What follows belongs to an exercise in optimizing a design on an open flow for small area and a short achievable clock period; a production flow would make more cautious choices.
Only simulation tests tie the RTL to the original design; equivalence was not proved.
Power and IR drop assume default switching activity.

==> run A: inputs <==
// bigkey_top
module bigkey_top (
  input  wire         clk,
  input  wire [255:0] key,
  input  wire [3:0]   count,
  input  wire         start,
  input  wire         encrypt,
  output wire [191:0] ksi,
  output wire [3:0]   new_count,
  output wire         data_ready
);
export LEC_CHECK = 0
export CAP_MARGIN = 20
export CORE_MARGIN = 2
export CORE_UTILIZATION = 55
export CTS_BUF_LIST = sky130_fd_sc_hd__clkbuf_16
export CTS_CLUSTER_DIAMETER = 100
export CTS_CLUSTER_SIZE = 26
export SETUP_SLACK_MARGIN = 1.9
export SLEW_MARGIN = 20
create_clock -name core_clock -period 4.5 [get_ports {clk}]
standard.sh (not shown) runs the stock make flow with config.mk's settings and CLKGATE_MAP_FILE= SYNTH_SCRIPT=/design/flow/synth_recipe.tcl, a recipe that flattens the netlist after the stock synthesis.
==> flow/flow/run.sh <==
#!/bin/bash
# The standard layout, except that
#  - modules bk_pair and bk_ctl are read as the gate-level versions in
#    flow/*_cells.v (same functions; the registers and their names are untouched),
#  - the port buffers are small fast buffers (buf_1) instead of the default.
set -euo pipefail
python3 flow/subst.py design.v design_cells.v flow/bk_pair_cells.v flow/bk_ctl_cells.v > subst.log 2>&1
bash standard.sh VERILOG_FILES="$PWD/design_cells.v" \
  BUFFER_PORTS_ARGS="-buffer_cell sky130_fd_sc_hd__buf_1" finish > standard.log 2>&1
==> flow/flow/bk_ctl_cells.v <==
// Gate-level bk_ctl for the layout: the same function as the RTL's bk_ctl.
// u[i] = (count[i] == encrypt): bit i carries the increment (encrypt) or
// decrement (not encrypt) on to bit i+1. sp is class 0's "special" mode flag.
// Each distributed signal is made inverted and then driven by its own inverters.
module bk_ctl (input start, input encrypt, input c0, input c1, input c2, input c3,
               output nc0, output nc1, output nc2, output nc3, output dr,
               output [2:0] tn0a, output [2:0] tn1a, output [2:0] tn0b, output [2:0] tn1b,
               output [3:0] ld1, output [3:0] ld0);
  wire u0, u1, u2, u3, x1, x2, x3, p2n, p3n, a4n, sp, spn;
  sky130_fd_sc_hd__xnor2_1 gu0 (.A(c0), .B(encrypt), .Y(u0));
  sky130_fd_sc_hd__xnor2_1 gu1 (.A(c1), .B(encrypt), .Y(u1));
  sky130_fd_sc_hd__xnor2_1 gu2 (.A(c2), .B(encrypt), .Y(u2));
  sky130_fd_sc_hd__xnor2_1 gu3 (.A(c3), .B(encrypt), .Y(u3));
  sky130_fd_sc_hd__mux2i_2 gn0 (.A0(c0), .A1(encrypt), .S(start), .Y(nc0));
  sky130_fd_sc_hd__xnor2_1 gx1 (.A(c1), .B(u0), .Y(x1));
  sky130_fd_sc_hd__mux2i_2 gn1 (.A0(x1), .A1(encrypt), .S(start), .Y(nc1));
  sky130_fd_sc_hd__nand2_1 gp2 (.A(u0), .B(u1), .Y(p2n));
  sky130_fd_sc_hd__xor2_1  gx2 (.A(c2), .B(p2n), .X(x2));
  sky130_fd_sc_hd__mux2i_2 gn2 (.A0(x2), .A1(encrypt), .S(start), .Y(nc2));
  sky130_fd_sc_hd__nand3_1 gp3 (.A(u0), .B(u1), .C(u2), .Y(p3n));
  sky130_fd_sc_hd__xor2_1  gx3 (.A(c3), .B(p3n), .X(x3));
  sky130_fd_sc_hd__mux2i_2 gn3 (.A0(x3), .A1(encrypt), .S(start), .Y(nc3));
  sky130_fd_sc_hd__nand4_1 ga4 (.A(u0), .B(u1), .C(u2), .D(u3), .Y(a4n));
  sky130_fd_sc_hd__nor2_2  gdr (.A(start), .B(a4n), .Y(dr));
  // sp = encrypt ? (count is 0, 7 or 14) : (count is 0, 1, 8 or 15), from count directly
  wire t1n, a4cn, spd, x30, h7, z01, z23, z4n, spe;
  sky130_fd_sc_hd__a211o_1 gd1s (.A1(c3), .A2(c0), .B1(c2), .C1(c1), .X(t1n));
  sky130_fd_sc_hd__nand4_1 ga4c (.A(c0), .B(c1), .C(c2), .D(c3), .Y(a4cn));
  sky130_fd_sc_hd__nand2_1 gd2s (.A(t1n), .B(a4cn), .Y(spd));
  sky130_fd_sc_hd__xor2_1  ge1s (.A(c3), .B(c0), .X(x30));
  sky130_fd_sc_hd__nand3_1 ge2s (.A(c2), .B(c1), .C(x30), .Y(h7));
  sky130_fd_sc_hd__nor2_1  gz01 (.A(c0), .B(c1), .Y(z01));
  sky130_fd_sc_hd__nor2_1  gz23 (.A(c2), .B(c3), .Y(z23));
  sky130_fd_sc_hd__nand2_1 gz4 (.A(z01), .B(z23), .Y(z4n));
  sky130_fd_sc_hd__nand2_1 ge3s (.A(z4n), .B(h7), .Y(spe));
  sky130_fd_sc_hd__mux2i_1 gspn (.A0(spd), .A1(spe), .S(encrypt), .Y(spn));
  sky130_fd_sc_hd__inv_1   gsp (.A(spn), .Y(sp));
  wire [2:0] tn0n, tn1n;
  wire ld1n, ld0n;
  sky130_fd_sc_hd__nor3_2   ga0 (.A(start), .B(encrypt), .C(spn), .Y(tn0n[0]));
  sky130_fd_sc_hd__nor2_2   ga1 (.A(start), .B(sp), .Y(tn0n[1]));
  sky130_fd_sc_hd__a21oi_2  ga2 (.A1(encrypt), .A2(spn), .B1(start), .Y(tn0n[2]));
  sky130_fd_sc_hd__nor3_2   gb0 (.A(start), .B(encrypt), .C(sp), .Y(tn1n[0]));
  sky130_fd_sc_hd__nor2_2   gb1 (.A(start), .B(spn), .Y(tn1n[1]));
  sky130_fd_sc_hd__a21oi_2  gb2 (.A1(encrypt), .A2(sp), .B1(start), .Y(tn1n[2]));
  sky130_fd_sc_hd__nand2_4  gl1 (.A(start), .B(encrypt), .Y(ld1n));
  sky130_fd_sc_hd__nand2b_4 gl0 (.A_N(encrypt), .B(start), .Y(ld0n));
  sky130_fd_sc_hd__inv_8    gi0a0 (.A(tn0n[0]), .Y(tn0a[0]));
  sky130_fd_sc_hd__inv_8    gi0b0 (.A(tn0n[0]), .Y(tn0b[0]));
  sky130_fd_sc_hd__inv_8    gi1a0 (.A(tn1n[0]), .Y(tn1a[0]));
  sky130_fd_sc_hd__inv_8    gi1b0 (.A(tn1n[0]), .Y(tn1b[0]));
  sky130_fd_sc_hd__inv_8    gi0a1 (.A(tn0n[1]), .Y(tn0a[1]));
  sky130_fd_sc_hd__inv_8    gi0b1 (.A(tn0n[1]), .Y(tn0b[1]));
  sky130_fd_sc_hd__inv_8    gi1a1 (.A(tn1n[1]), .Y(tn1a[1]));
  sky130_fd_sc_hd__inv_8    gi1b1 (.A(tn1n[1]), .Y(tn1b[1]));
  sky130_fd_sc_hd__inv_8    gi0a2 (.A(tn0n[2]), .Y(tn0a[2]));
  sky130_fd_sc_hd__inv_8    gi0b2 (.A(tn0n[2]), .Y(tn0b[2]));
  sky130_fd_sc_hd__inv_8    gi1a2 (.A(tn1n[2]), .Y(tn1a[2]));
  sky130_fd_sc_hd__inv_8    gi1b2 (.A(tn1n[2]), .Y(tn1b[2]));
  sky130_fd_sc_hd__inv_8    gil10 (.A(ld1n), .Y(ld1[0]));
  sky130_fd_sc_hd__inv_8    gil00 (.A(ld0n), .Y(ld0[0]));
  sky130_fd_sc_hd__inv_8    gil11 (.A(ld1n), .Y(ld1[1]));
  sky130_fd_sc_hd__inv_8    gil01 (.A(ld0n), .Y(ld0[1]));
  sky130_fd_sc_hd__inv_8    gil12 (.A(ld1n), .Y(ld1[2]));
  sky130_fd_sc_hd__inv_8    gil02 (.A(ld0n), .Y(ld0[2]));
  sky130_fd_sc_hd__inv_8    gil13 (.A(ld1n), .Y(ld1[3]));
  sky130_fd_sc_hd__inv_8    gil03 (.A(ld0n), .Y(ld0[3]));
endmodule
Other scripts of this flow, unchanged in this note and not shown: flow/flow/bk_pair_cells.v, flow/flow/subst.py
==> run H (differences from run A) <==
--- a/flow/flow/bk_ctl_cells.v
+++ b/flow/flow/bk_ctl_cells.v
@@ -6,35 +6,30 @@
                output nc0, output nc1, output nc2, output nc3, output dr,
                output [2:0] tn0a, output [2:0] tn1a, output [2:0] tn0b, output [2:0] tn1b,
                output [3:0] ld1, output [3:0] ld0);
-  wire u0, u1, u2, u3, x1, x2, x3, p2n, p3n, a4n, sp, spn;
+  wire u0, u1, u2, u3, x1, x2, x3, p2n, p3n, a4n, o01, o23, t0000, t0111, t1110, t1111e, sp, spn;
   sky130_fd_sc_hd__xnor2_1 gu0 (.A(c0), .B(encrypt), .Y(u0));
   sky130_fd_sc_hd__xnor2_1 gu1 (.A(c1), .B(encrypt), .Y(u1));
   sky130_fd_sc_hd__xnor2_1 gu2 (.A(c2), .B(encrypt), .Y(u2));
   sky130_fd_sc_hd__xnor2_1 gu3 (.A(c3), .B(encrypt), .Y(u3));
-  sky130_fd_sc_hd__mux2i_2 gn0 (.A0(c0), .A1(encrypt), .S(start), .Y(nc0));
+  sky130_fd_sc_hd__mux2i_1 gn0 (.A0(c0), .A1(encrypt), .S(start), .Y(nc0));
   sky130_fd_sc_hd__xnor2_1 gx1 (.A(c1), .B(u0), .Y(x1));
-  sky130_fd_sc_hd__mux2i_2 gn1 (.A0(x1), .A1(encrypt), .S(start), .Y(nc1));
+  sky130_fd_sc_hd__mux2i_1 gn1 (.A0(x1), .A1(encrypt), .S(start), .Y(nc1));
   sky130_fd_sc_hd__nand2_1 gp2 (.A(u0), .B(u1), .Y(p2n));
   sky130_fd_sc_hd__xor2_1  gx2 (.A(c2), .B(p2n), .X(x2));
-  sky130_fd_sc_hd__mux2i_2 gn2 (.A0(x2), .A1(encrypt), .S(start), .Y(nc2));
+  sky130_fd_sc_hd__mux2i_1 gn2 (.A0(x2), .A1(encrypt), .S(start), .Y(nc2));
   sky130_fd_sc_hd__nand3_1 gp3 (.A(u0), .B(u1), .C(u2), .Y(p3n));
   sky130_fd_sc_hd__xor2_1  gx3 (.A(c3), .B(p3n), .X(x3));
-  sky130_fd_sc_hd__mux2i_2 gn3 (.A0(x3), .A1(encrypt), .S(start), .Y(nc3));
+  sky130_fd_sc_hd__mux2i_1 gn3 (.A0(x3), .A1(encrypt), .S(start), .Y(nc3));
   sky130_fd_sc_hd__nand4_1 ga4 (.A(u0), .B(u1), .C(u2), .D(u3), .Y(a4n));
-  sky130_fd_sc_hd__nor2_2  gdr (.A(start), .B(a4n), .Y(dr));
-  // sp = encrypt ? (count is 0, 7 or 14) : (count is 0, 1, 8 or 15), from count directly
-  wire t1n, a4cn, spd, x30, h7, z01, z23, z4n, spe;
-  sky130_fd_sc_hd__a211o_1 gd1s (.A1(c3), .A2(c0), .B1(c2), .C1(c1), .X(t1n));
-  sky130_fd_sc_hd__nand4_1 ga4c (.A(c0), .B(c1), .C(c2), .D(c3), .Y(a4cn));
-  sky130_fd_sc_hd__nand2_1 gd2s (.A(t1n), .B(a4cn), .Y(spd));
-  sky130_fd_sc_hd__xor2_1  ge1s (.A(c3), .B(c0), .X(x30));
-  sky130_fd_sc_hd__nand3_1 ge2s (.A(c2), .B(c1), .C(x30), .Y(h7));
-  sky130_fd_sc_hd__nor2_1  gz01 (.A(c0), .B(c1), .Y(z01));
-  sky130_fd_sc_hd__nor2_1  gz23 (.A(c2), .B(c3), .Y(z23));
-  sky130_fd_sc_hd__nand2_1 gz4 (.A(z01), .B(z23), .Y(z4n));
-  sky130_fd_sc_hd__nand2_1 ge3s (.A(z4n), .B(h7), .Y(spe));
-  sky130_fd_sc_hd__mux2i_1 gspn (.A0(spd), .A1(spe), .S(encrypt), .Y(spn));
-  sky130_fd_sc_hd__inv_1   gsp (.A(spn), .Y(sp));
+  sky130_fd_sc_hd__nor2_1  gdr (.A(start), .B(a4n), .Y(dr));
+  sky130_fd_sc_hd__nor2_1  go01 (.A(u0), .B(u1), .Y(o01));
+  sky130_fd_sc_hd__nor2_1  go23 (.A(u2), .B(u3), .Y(o23));
+  sky130_fd_sc_hd__nand2_1 gt0 (.A(o01), .B(o23), .Y(t0000));
+  sky130_fd_sc_hd__nand4b_1 gt7 (.A_N(u3), .B(u2), .C(u1), .D(u0), .Y(t0111));
+  sky130_fd_sc_hd__nand4b_1 gte (.A_N(u0), .B(u1), .C(u2), .D(u3), .Y(t1110));
+  sky130_fd_sc_hd__or2_1   gtf (.A(a4n), .B(encrypt), .X(t1111e));
+  sky130_fd_sc_hd__nand4_1 gsp (.A(t0000), .B(t0111), .C(t1110), .D(t1111e), .Y(sp));
+  sky130_fd_sc_hd__inv_1   gspn (.A(sp), .Y(spn));
   wire [2:0] tn0n, tn1n;
   wire ld1n, ld0n;
   sky130_fd_sc_hd__nor3_2   ga0 (.A(start), .B(encrypt), .C(spn), .Y(tn0n[0]));
CTS_BUF_LIST = not set   (was sky130_fd_sc_hd__clkbuf_16)
CTS_CLUSTER_DIAMETER = not set   (was 100)
CTS_CLUSTER_SIZE = not set   (was 26)
==> notes <==
Run A finished with timing, DRC and antenna clean. Run H completed without violations.
Against run A, the final area of run H is higher by about 4%.
Sequential share of layout area: run H is lower than run A (1.3 points).
Against run H, the worst setup slack of run A is lower by 0.045 ns.
Against run H, the fmax of run A is smaller by about 1.6%.
Of run A and run H, run H has the higher clock power (gap about 35%, measured against run H).
Register-to-register slack is about the same in run H and run A.

* * *

==> 02-20: inputs <==
bigkey_top again, from the RTL that the note above started with.
Design bigkey_top, start of the top module:
module bigkey_top (
  input  wire         clk,
  input  wire [255:0] key,
  input  wire [3:0]   count,
  input  wire         start,
  input  wire         encrypt,
  output wire [191:0] ksi,
  output wire [3:0]   new_count,
  output wire         data_ready
);
bigkey u_bigkey(
  .pcount_3_(count[3]),
  .pkey_5_(key[5]),
  .pkey_131_(key[131]),
  .pkey_144_(key[144]),
  .pkey_157_(key[157]),
  .pkey_230_(key[230]),
  .pkey_243_(key[243]),
  .pcount_2_(count[2]),
  .pkey_4_(key[4]),
  .pkey_132_(key[132]),
  .pkey_143_(key[143]),
  .pkey_158_(key[158]),
  .pkey_169_(key[169]),
  .pkey_231_(key[231]),
  .pkey_242_(key[242]),
  .pcount_1_(count[1]),
  .pkey_7_(key[7]),
  .pkey_146_(key[146]),
  .pkey_159_(key[159]),
  .pkey_168_(key[168]),
  .pkey_245_(key[245]),
  .pcount_0_(count[0]),
  .pkey_6_(key[6]),
  .pkey_130_(key[130]),
  .pkey_145_(key[145]),
  .pkey_167_(key[167]),
  .pkey_244_(key[244]),
  .pkey_9_(key[9]),
  .pkey_16_(key[16]),
  .pkey_27_(key[27]),
  .pkey_38_(key[38]),
  .pkey_49_(key[49]),
  .pkey_122_(key[122]),
  .pkey_148_(key[148]),
  .pkey_153_(key[153]),
  ...
Settings: LEC_CHECK=0, CAP_MARGIN=20, CORE_MARGIN=2, CORE_UTILIZATION=55, CTS_BUF_LIST=sky130_fd_sc_hd__clkbuf_16, CTS_CLUSTER_DIAMETER=80, CTS_CLUSTER_SIZE=16, SETUP_SLACK_MARGIN=1.75, SLEW_MARGIN=20; clock period 4.5 ns.
==> flow/flow/bk_ctl_cells.v <==
// Gate-level bk_ctl for the layout: the same function as the RTL's bk_ctl.
// u[i] = (count[i] == encrypt): bit i carries the increment (encrypt) or
// decrement (not encrypt) on to bit i+1. sp is class 0's "special" mode flag.
// Each distributed signal is made inverted and then driven by its own inverters.
module bk_ctl (input start, input encrypt, input c0, input c1, input c2, input c3,
               output nc0, output nc1, output nc2, output nc3, output dr,
               output [2:0] tn0a, output [2:0] tn1a, output [2:0] tn0b, output [2:0] tn1b,
               output [3:0] ld1, output [3:0] ld0);
  wire u0, u1, u2, u3, x1, x2, x3, p2n, p3n, a4n, sp, spn;
  sky130_fd_sc_hd__xnor2_1 gu0 (.A(c0), .B(encrypt), .Y(u0));
  sky130_fd_sc_hd__xnor2_1 gu1 (.A(c1), .B(encrypt), .Y(u1));
  sky130_fd_sc_hd__xnor2_1 gu2 (.A(c2), .B(encrypt), .Y(u2));
  sky130_fd_sc_hd__xnor2_1 gu3 (.A(c3), .B(encrypt), .Y(u3));
  sky130_fd_sc_hd__mux2i_2 gn0 (.A0(c0), .A1(encrypt), .S(start), .Y(nc0));
  sky130_fd_sc_hd__xnor2_1 gx1 (.A(c1), .B(u0), .Y(x1));
  sky130_fd_sc_hd__mux2i_2 gn1 (.A0(x1), .A1(encrypt), .S(start), .Y(nc1));
  sky130_fd_sc_hd__nand2_1 gp2 (.A(u0), .B(u1), .Y(p2n));
  sky130_fd_sc_hd__xor2_1  gx2 (.A(c2), .B(p2n), .X(x2));
  sky130_fd_sc_hd__mux2i_2 gn2 (.A0(x2), .A1(encrypt), .S(start), .Y(nc2));
  sky130_fd_sc_hd__nand3_1 gp3 (.A(u0), .B(u1), .C(u2), .Y(p3n));
  sky130_fd_sc_hd__xor2_1  gx3 (.A(c3), .B(p3n), .X(x3));
  sky130_fd_sc_hd__mux2i_2 gn3 (.A0(x3), .A1(encrypt), .S(start), .Y(nc3));
  sky130_fd_sc_hd__nand4_1 ga4 (.A(u0), .B(u1), .C(u2), .D(u3), .Y(a4n));
  sky130_fd_sc_hd__nor2_2  gdr (.A(start), .B(a4n), .Y(dr));
  // sp = encrypt ? (count is 0, 7 or 14) : (count is 0, 1, 8 or 15), from count directly
  wire t1n, a4cn, spd, x30, h7, z01, z23, z4n, spe;
  sky130_fd_sc_hd__a211o_1 gd1s (.A1(c3), .A2(c0), .B1(c2), .C1(c1), .X(t1n));
  sky130_fd_sc_hd__nand4_1 ga4c (.A(c0), .B(c1), .C(c2), .D(c3), .Y(a4cn));
  sky130_fd_sc_hd__nand2_1 gd2s (.A(t1n), .B(a4cn), .Y(spd));
  sky130_fd_sc_hd__xor2_1  ge1s (.A(c3), .B(c0), .X(x30));
  sky130_fd_sc_hd__nand3_1 ge2s (.A(c2), .B(c1), .C(x30), .Y(h7));
  sky130_fd_sc_hd__nor2_1  gz01 (.A(c0), .B(c1), .Y(z01));
  sky130_fd_sc_hd__nor2_1  gz23 (.A(c2), .B(c3), .Y(z23));
  sky130_fd_sc_hd__nand2_1 gz4 (.A(z01), .B(z23), .Y(z4n));
  sky130_fd_sc_hd__nand2_1 ge3s (.A(z4n), .B(h7), .Y(spe));
  sky130_fd_sc_hd__mux2i_1 gspn (.A0(spd), .A1(spe), .S(encrypt), .Y(spn));
  sky130_fd_sc_hd__inv_1   gsp (.A(spn), .Y(sp));
  wire [2:0] tn0n, tn1n;
  wire ld1n, ld0n;
  sky130_fd_sc_hd__nor3_2   ga0 (.A(start), .B(encrypt), .C(spn), .Y(tn0n[0]));
  sky130_fd_sc_hd__nor2_2   ga1 (.A(start), .B(sp), .Y(tn0n[1]));
  sky130_fd_sc_hd__a21oi_2  ga2 (.A1(encrypt), .A2(spn), .B1(start), .Y(tn0n[2]));
  sky130_fd_sc_hd__nor3_2   gb0 (.A(start), .B(encrypt), .C(sp), .Y(tn1n[0]));
  sky130_fd_sc_hd__nor2_2   gb1 (.A(start), .B(spn), .Y(tn1n[1]));
  sky130_fd_sc_hd__a21oi_2  gb2 (.A1(encrypt), .A2(sp), .B1(start), .Y(tn1n[2]));
  sky130_fd_sc_hd__nand2_4  gl1 (.A(start), .B(encrypt), .Y(ld1n));
  sky130_fd_sc_hd__nand2b_4 gl0 (.A_N(encrypt), .B(start), .Y(ld0n));
  sky130_fd_sc_hd__inv_8    gi0a0 (.A(tn0n[0]), .Y(tn0a[0]));
  sky130_fd_sc_hd__inv_8    gi0b0 (.A(tn0n[0]), .Y(tn0b[0]));
  sky130_fd_sc_hd__inv_8    gi1a0 (.A(tn1n[0]), .Y(tn1a[0]));
  sky130_fd_sc_hd__inv_8    gi1b0 (.A(tn1n[0]), .Y(tn1b[0]));
  sky130_fd_sc_hd__inv_8    gi0a1 (.A(tn0n[1]), .Y(tn0a[1]));
  sky130_fd_sc_hd__inv_8    gi0b1 (.A(tn0n[1]), .Y(tn0b[1]));
  sky130_fd_sc_hd__inv_8    gi1a1 (.A(tn1n[1]), .Y(tn1a[1]));
  sky130_fd_sc_hd__inv_8    gi1b1 (.A(tn1n[1]), .Y(tn1b[1]));
  sky130_fd_sc_hd__inv_8    gi0a2 (.A(tn0n[2]), .Y(tn0a[2]));
  sky130_fd_sc_hd__inv_8    gi0b2 (.A(tn0n[2]), .Y(tn0b[2]));
  sky130_fd_sc_hd__inv_8    gi1a2 (.A(tn1n[2]), .Y(tn1a[2]));
  sky130_fd_sc_hd__inv_8    gi1b2 (.A(tn1n[2]), .Y(tn1b[2]));
  sky130_fd_sc_hd__inv_8    gil10 (.A(ld1n), .Y(ld1[0]));
  sky130_fd_sc_hd__inv_8    gil00 (.A(ld0n), .Y(ld0[0]));
  sky130_fd_sc_hd__inv_8    gil11 (.A(ld1n), .Y(ld1[1]));
  sky130_fd_sc_hd__inv_8    gil01 (.A(ld0n), .Y(ld0[1]));
  sky130_fd_sc_hd__inv_8    gil12 (.A(ld1n), .Y(ld1[2]));
  sky130_fd_sc_hd__inv_8    gil02 (.A(ld0n), .Y(ld0[2]));
  sky130_fd_sc_hd__inv_8    gil13 (.A(ld1n), .Y(ld1[3]));
  sky130_fd_sc_hd__inv_8    gil03 (.A(ld0n), .Y(ld0[3]));
endmodule
Scripts as last shown in full above: flow/flow/run.sh
Other scripts of this flow, unchanged in this note and not shown: flow/flow/bk_pair_cells.v, flow/flow/subst.py
==> 03-25 (differences from 02-20) <==
- CTS_BUF_LIST: sky130_fd_sc_hd__clkbuf_16 -> default
- CTS_CLUSTER_DIAMETER: 80 -> default
- CTS_CLUSTER_SIZE: 16 -> default
- SETUP_SLACK_MARGIN: 1.75 -> 1.9
==> 11-14 (differences from 02-20) <==
==> flow/flow/bk_ctl_cells.v (replaced) <==
// Gate-level bk_ctl for the layout: the same function as the RTL's bk_ctl.
// u[i] = (count[i] == encrypt): bit i carries the increment (encrypt) or
// decrement (not encrypt) on to bit i+1. sp is class 0's "special" mode flag.
// Each distributed signal is made inverted and then driven by its own inverters.
module bk_ctl (input start, input encrypt, input c0, input c1, input c2, input c3,
               output nc0, output nc1, output nc2, output nc3, output dr,
               output [2:0] tn0a, output [2:0] tn1a, output [2:0] tn0b, output [2:0] tn1b,
               output [3:0] ld1, output [3:0] ld0);
  wire u0, u1, u2, u3, a4cn, a4n, o01, o23, t0000, t0111, t1110, t1111e, sp, spn;
  sky130_fd_sc_hd__xnor2_1 gu0 (.A(c0), .B(encrypt), .Y(u0));
  sky130_fd_sc_hd__xnor2_1 gu1 (.A(c1), .B(encrypt), .Y(u1));
  sky130_fd_sc_hd__xnor2_1 gu2 (.A(c2), .B(encrypt), .Y(u2));
  sky130_fd_sc_hd__xnor2_1 gu3 (.A(c3), .B(encrypt), .Y(u3));
  // new_count[i] = start ? ~encrypt : (encrypt ? inc[i] : dec[i]); data_ready likewise
  wire h2n, h3n, l2, l3, inc1, dec1, inc2, dec2, inc3, dec3, m1, m2, m3, z01, z23, z4n, m4;
  sky130_fd_sc_hd__mux2i_1 gn0 (.A0(c0), .A1(encrypt), .S(start), .Y(nc0));
  sky130_fd_sc_hd__xor2_1  gi1 (.A(c1), .B(c0), .X(inc1));
  sky130_fd_sc_hd__xnor2_1 gd1 (.A(c1), .B(c0), .Y(dec1));
  sky130_fd_sc_hd__mux2i_1 gm1 (.A0(dec1), .A1(inc1), .S(encrypt), .Y(m1));
  sky130_fd_sc_hd__mux2i_1 gn1 (.A0(m1), .A1(encrypt), .S(start), .Y(nc1));
  sky130_fd_sc_hd__nand2_1 gh2 (.A(c0), .B(c1), .Y(h2n));
  sky130_fd_sc_hd__nor2_1  gl2 (.A(c0), .B(c1), .Y(l2));
  sky130_fd_sc_hd__xnor2_1 gi2 (.A(c2), .B(h2n), .Y(inc2));
  sky130_fd_sc_hd__xor2_1  gd2 (.A(c2), .B(l2), .X(dec2));
  sky130_fd_sc_hd__mux2i_1 gm2 (.A0(dec2), .A1(inc2), .S(encrypt), .Y(m2));
  sky130_fd_sc_hd__mux2i_1 gn2 (.A0(m2), .A1(encrypt), .S(start), .Y(nc2));
  sky130_fd_sc_hd__nand3_1 gh3 (.A(c0), .B(c1), .C(c2), .Y(h3n));
  sky130_fd_sc_hd__nor3_1  gl3 (.A(c0), .B(c1), .C(c2), .Y(l3));
  sky130_fd_sc_hd__xnor2_1 gi3 (.A(c3), .B(h3n), .Y(inc3));
  sky130_fd_sc_hd__xor2_1  gd3 (.A(c3), .B(l3), .X(dec3));
  sky130_fd_sc_hd__mux2i_1 gm3 (.A0(dec3), .A1(inc3), .S(encrypt), .Y(m3));
  sky130_fd_sc_hd__mux2i_1 gn3 (.A0(m3), .A1(encrypt), .S(start), .Y(nc3));
  sky130_fd_sc_hd__nor2_1  gz01 (.A(c0), .B(c1), .Y(z01));
  sky130_fd_sc_hd__nor2_1  gz23 (.A(c2), .B(c3), .Y(z23));
  sky130_fd_sc_hd__nand2_1 gz4 (.A(z01), .B(z23), .Y(z4n));
  sky130_fd_sc_hd__nand4_1 ga4c (.A(c0), .B(c1), .C(c2), .D(c3), .Y(a4cn));
  sky130_fd_sc_hd__mux2i_1 gm4 (.A0(z4n), .A1(a4cn), .S(encrypt), .Y(m4));
  sky130_fd_sc_hd__nor2b_1 gdr (.A(start), .B_N(m4), .Y(dr));
  sky130_fd_sc_hd__nand4_1 ga4 (.A(u0), .B(u1), .C(u2), .D(u3), .Y(a4n));
  sky130_fd_sc_hd__nor2_1  go01 (.A(u0), .B(u1), .Y(o01));
  sky130_fd_sc_hd__nor2_1  go23 (.A(u2), .B(u3), .Y(o23));
  sky130_fd_sc_hd__nand2_1 gt0 (.A(o01), .B(o23), .Y(t0000));
  sky130_fd_sc_hd__nand4b_1 gt7 (.A_N(u3), .B(u2), .C(u1), .D(u0), .Y(t0111));
  sky130_fd_sc_hd__nand4b_1 gte (.A_N(u0), .B(u1), .C(u2), .D(u3), .Y(t1110));
  sky130_fd_sc_hd__or2_1   gtf (.A(a4n), .B(encrypt), .X(t1111e));
  sky130_fd_sc_hd__nand4_1 gsp (.A(t0000), .B(t0111), .C(t1110), .D(t1111e), .Y(sp));
  sky130_fd_sc_hd__inv_1   gspn (.A(sp), .Y(spn));
  wire [2:0] tn0n, tn1n;
  wire ldec1, ld0n;
  sky130_fd_sc_hd__nor3_2   ga0 (.A(start), .B(encrypt), .C(spn), .Y(tn0n[0]));
  sky130_fd_sc_hd__nor2_2   ga1 (.A(start), .B(sp), .Y(tn0n[1]));
  sky130_fd_sc_hd__a21oi_2  ga2 (.A1(encrypt), .A2(spn), .B1(start), .Y(tn0n[2]));
  sky130_fd_sc_hd__nor3_2   gb0 (.A(start), .B(encrypt), .C(sp), .Y(tn1n[0]));
  sky130_fd_sc_hd__nor2_2   gb1 (.A(start), .B(spn), .Y(tn1n[1]));
  sky130_fd_sc_hd__a21oi_2  gb2 (.A1(encrypt), .A2(sp), .B1(start), .Y(tn1n[2]));
  sky130_fd_sc_hd__nand2_4  gl1 (.A(start), .B(encrypt), .Y(ldec1));
  sky130_fd_sc_hd__nand2b_4 gl0 (.A_N(encrypt), .B(start), .Y(ld0n));
  sky130_fd_sc_hd__inv_8    gi0a0 (.A(tn0n[0]), .Y(tn0a[0]));
  sky130_fd_sc_hd__inv_8    gi0b0 (.A(tn0n[0]), .Y(tn0b[0]));
  sky130_fd_sc_hd__inv_8    gi1a0 (.A(tn1n[0]), .Y(tn1a[0]));
  sky130_fd_sc_hd__inv_8    gi1b0 (.A(tn1n[0]), .Y(tn1b[0]));
  sky130_fd_sc_hd__inv_8    gi0a1 (.A(tn0n[1]), .Y(tn0a[1]));
  sky130_fd_sc_hd__inv_8    gi0b1 (.A(tn0n[1]), .Y(tn0b[1]));
  sky130_fd_sc_hd__inv_8    gi1a1 (.A(tn1n[1]), .Y(tn1a[1]));
  sky130_fd_sc_hd__inv_8    gi1b1 (.A(tn1n[1]), .Y(tn1b[1]));
  sky130_fd_sc_hd__inv_8    gi0a2 (.A(tn0n[2]), .Y(tn0a[2]));
  sky130_fd_sc_hd__inv_8    gi0b2 (.A(tn0n[2]), .Y(tn0b[2]));
  sky130_fd_sc_hd__inv_8    gi1a2 (.A(tn1n[2]), .Y(tn1a[2]));
  sky130_fd_sc_hd__inv_8    gi1b2 (.A(tn1n[2]), .Y(tn1b[2]));
  sky130_fd_sc_hd__inv_8    gil10 (.A(ldec1), .Y(ld1[0]));
  sky130_fd_sc_hd__inv_8    gil00 (.A(ld0n), .Y(ld0[0]));
  sky130_fd_sc_hd__inv_8    gil11 (.A(ldec1), .Y(ld1[1]));
  sky130_fd_sc_hd__inv_8    gil01 (.A(ld0n), .Y(ld0[1]));
  sky130_fd_sc_hd__inv_8    gil12 (.A(ldec1), .Y(ld1[2]));
  sky130_fd_sc_hd__inv_8    gil02 (.A(ld0n), .Y(ld0[2]));
  sky130_fd_sc_hd__inv_8    gil13 (.A(ldec1), .Y(ld1[3]));
  sky130_fd_sc_hd__inv_8    gil03 (.A(ld0n), .Y(ld0[3]));
endmodule
- CTS_BUF_LIST: sky130_fd_sc_hd__clkbuf_16 -> default
- CTS_CLUSTER_DIAMETER: 80 -> default
- CTS_CLUSTER_SIZE: 16 -> default
- SETUP_SLACK_MARGIN: 1.75 -> 1.9
==> run_results.csv <==
group,metric,value,unit
global_routing,grt_pass1_vias,11800,
logic_synthesis,synthTopCellsByArea,"dfxtp_1 (35%), a221o_1 (18%), a222oi_1 (18%), buf_4 (12%), ha_1 (11%)",
detailed_routing,wl_met3,5320,um
logic_synthesis,synth-xor-area-share,0.549,%
layout,drive_gt1_share,5.40,%
global_routing,met1_usage,45.8,%
layout,inv_count,21,
outcome,outcome,"timing/DRC/antenna clean",
pwr,pg_seq,3.96,mW
hold_path,hold_start,"key[36]",
That was 02-20.
==> run_results.csv <==
group,metric,value,unit
outcome,outcome,"timing/DRC/antenna clean",
logic_synthesis,synth-xor-area-share,0.549,%
pwr,power.share.switching,38.5,%
global_routing,grt_pass1_vias,12000,
hold_path,hold_start,"key[219]",
layout,multi_input_gates,705,
layout,drive_gt1_share,6.86,%
global_routing,met1_usage,43.0,%
detailed_routing,wl_met3,5370,um
worst_setup_path,cp_num_cells,6,
logic_synthesis,ys_seq_area_share,35.1,%
pwr,pg_seq,3.96,mW
logic_synthesis,synthTopCellsByArea,"dfxtp_1 (35%), a221o_1 (18%), a222oi_1 (18%), buf_4 (12%), ha_1 (11%)",
worst_setup_path,rr_worst_depth,3,
That was 03-25.
==> run_results.csv <==
group,metric,value,unit
floorplan,die_height,157,um
logic_synthesis,syn-cell-area,0.0128,mm^2
detailed_routing,wl_met3,6330,um
logic_synthesis,ys_warn_count,1,
logic_synthesis,synthTopCellsByArea,"dfxtp_1 (35%), a221o_1 (17%), a222oi_1 (17%), buf_4 (11%), ha_1 (11%)",
pwr,pg_seq,3.99,mW
detailed_routing,antenna_left,0,
global_routing,grt_pass1_vias,12100,
global_routing,met1_usage,44.7,%
detailed_routing,drt_pass1_iterations,11,
layout,largest_cell_class,"multi-input gates",
hold_path,hold_start,"key[226]",
pwr,power.share.switching,39.6,%
layout,inv_count,36,
layout,drive_gt1_share,8.81,%
logic_synthesis,synth-xor-area-share,0.683,%
layout,num-nonclk-buffers,456,
layout,multi_input_gates,715,
layout,design_area,0.0150,mm^2
outcome,outcome,"timing/DRC/antenna clean",
That was 11-14.

[static timing again, ports no longer ideal]
How much do the figures lean on ideal ports? The routed layouts below were timed once more, with nothing changed but the port constraints. Step 1: set_driving_cell puts a clkbuf_16 on clk and a buf_2 on each other input, an assumption about the parent block. Step 2 times the ports against the registers' clock, not the clock port: input delays grow and output delays shrink by t, the midpoint of the rising clock arrivals with the driver on. Three values: ideal, step 1, step 2; two values: the first two.
| run | shift t [ns] | slack for setup (ns) | latest minus earliest clock arrival (ns) | cell pins on the clock port's net |
|---|---|---|---|---|
| run A | 0.532 | 1.799 / 1.742 / 1.456 | 0.026 / 0.026 | 1 |
| run H | 0.578 | 1.843 / 1.821 / 1.266 | 0.012 / 0.012 | 1 |
| 02-20 | 0.549 | 1.735 / 1.690 / 1.393 | 0.014 / 0.014 | 1 |
| 03-25 | 0.581 | 1.798 / 1.775 / 1.394 | 0.013 / 0.014 | 1 |
| 11-14 | 0.573 | 1.625 / 1.592 / 1.120 | 0.011 / 0.011 | 1 |
After both steps setup and hold are still met in every run listed. The setup slack of run H, which loses most, moves by -0.022 ns with the drivers and by -0.577 ns with both steps.
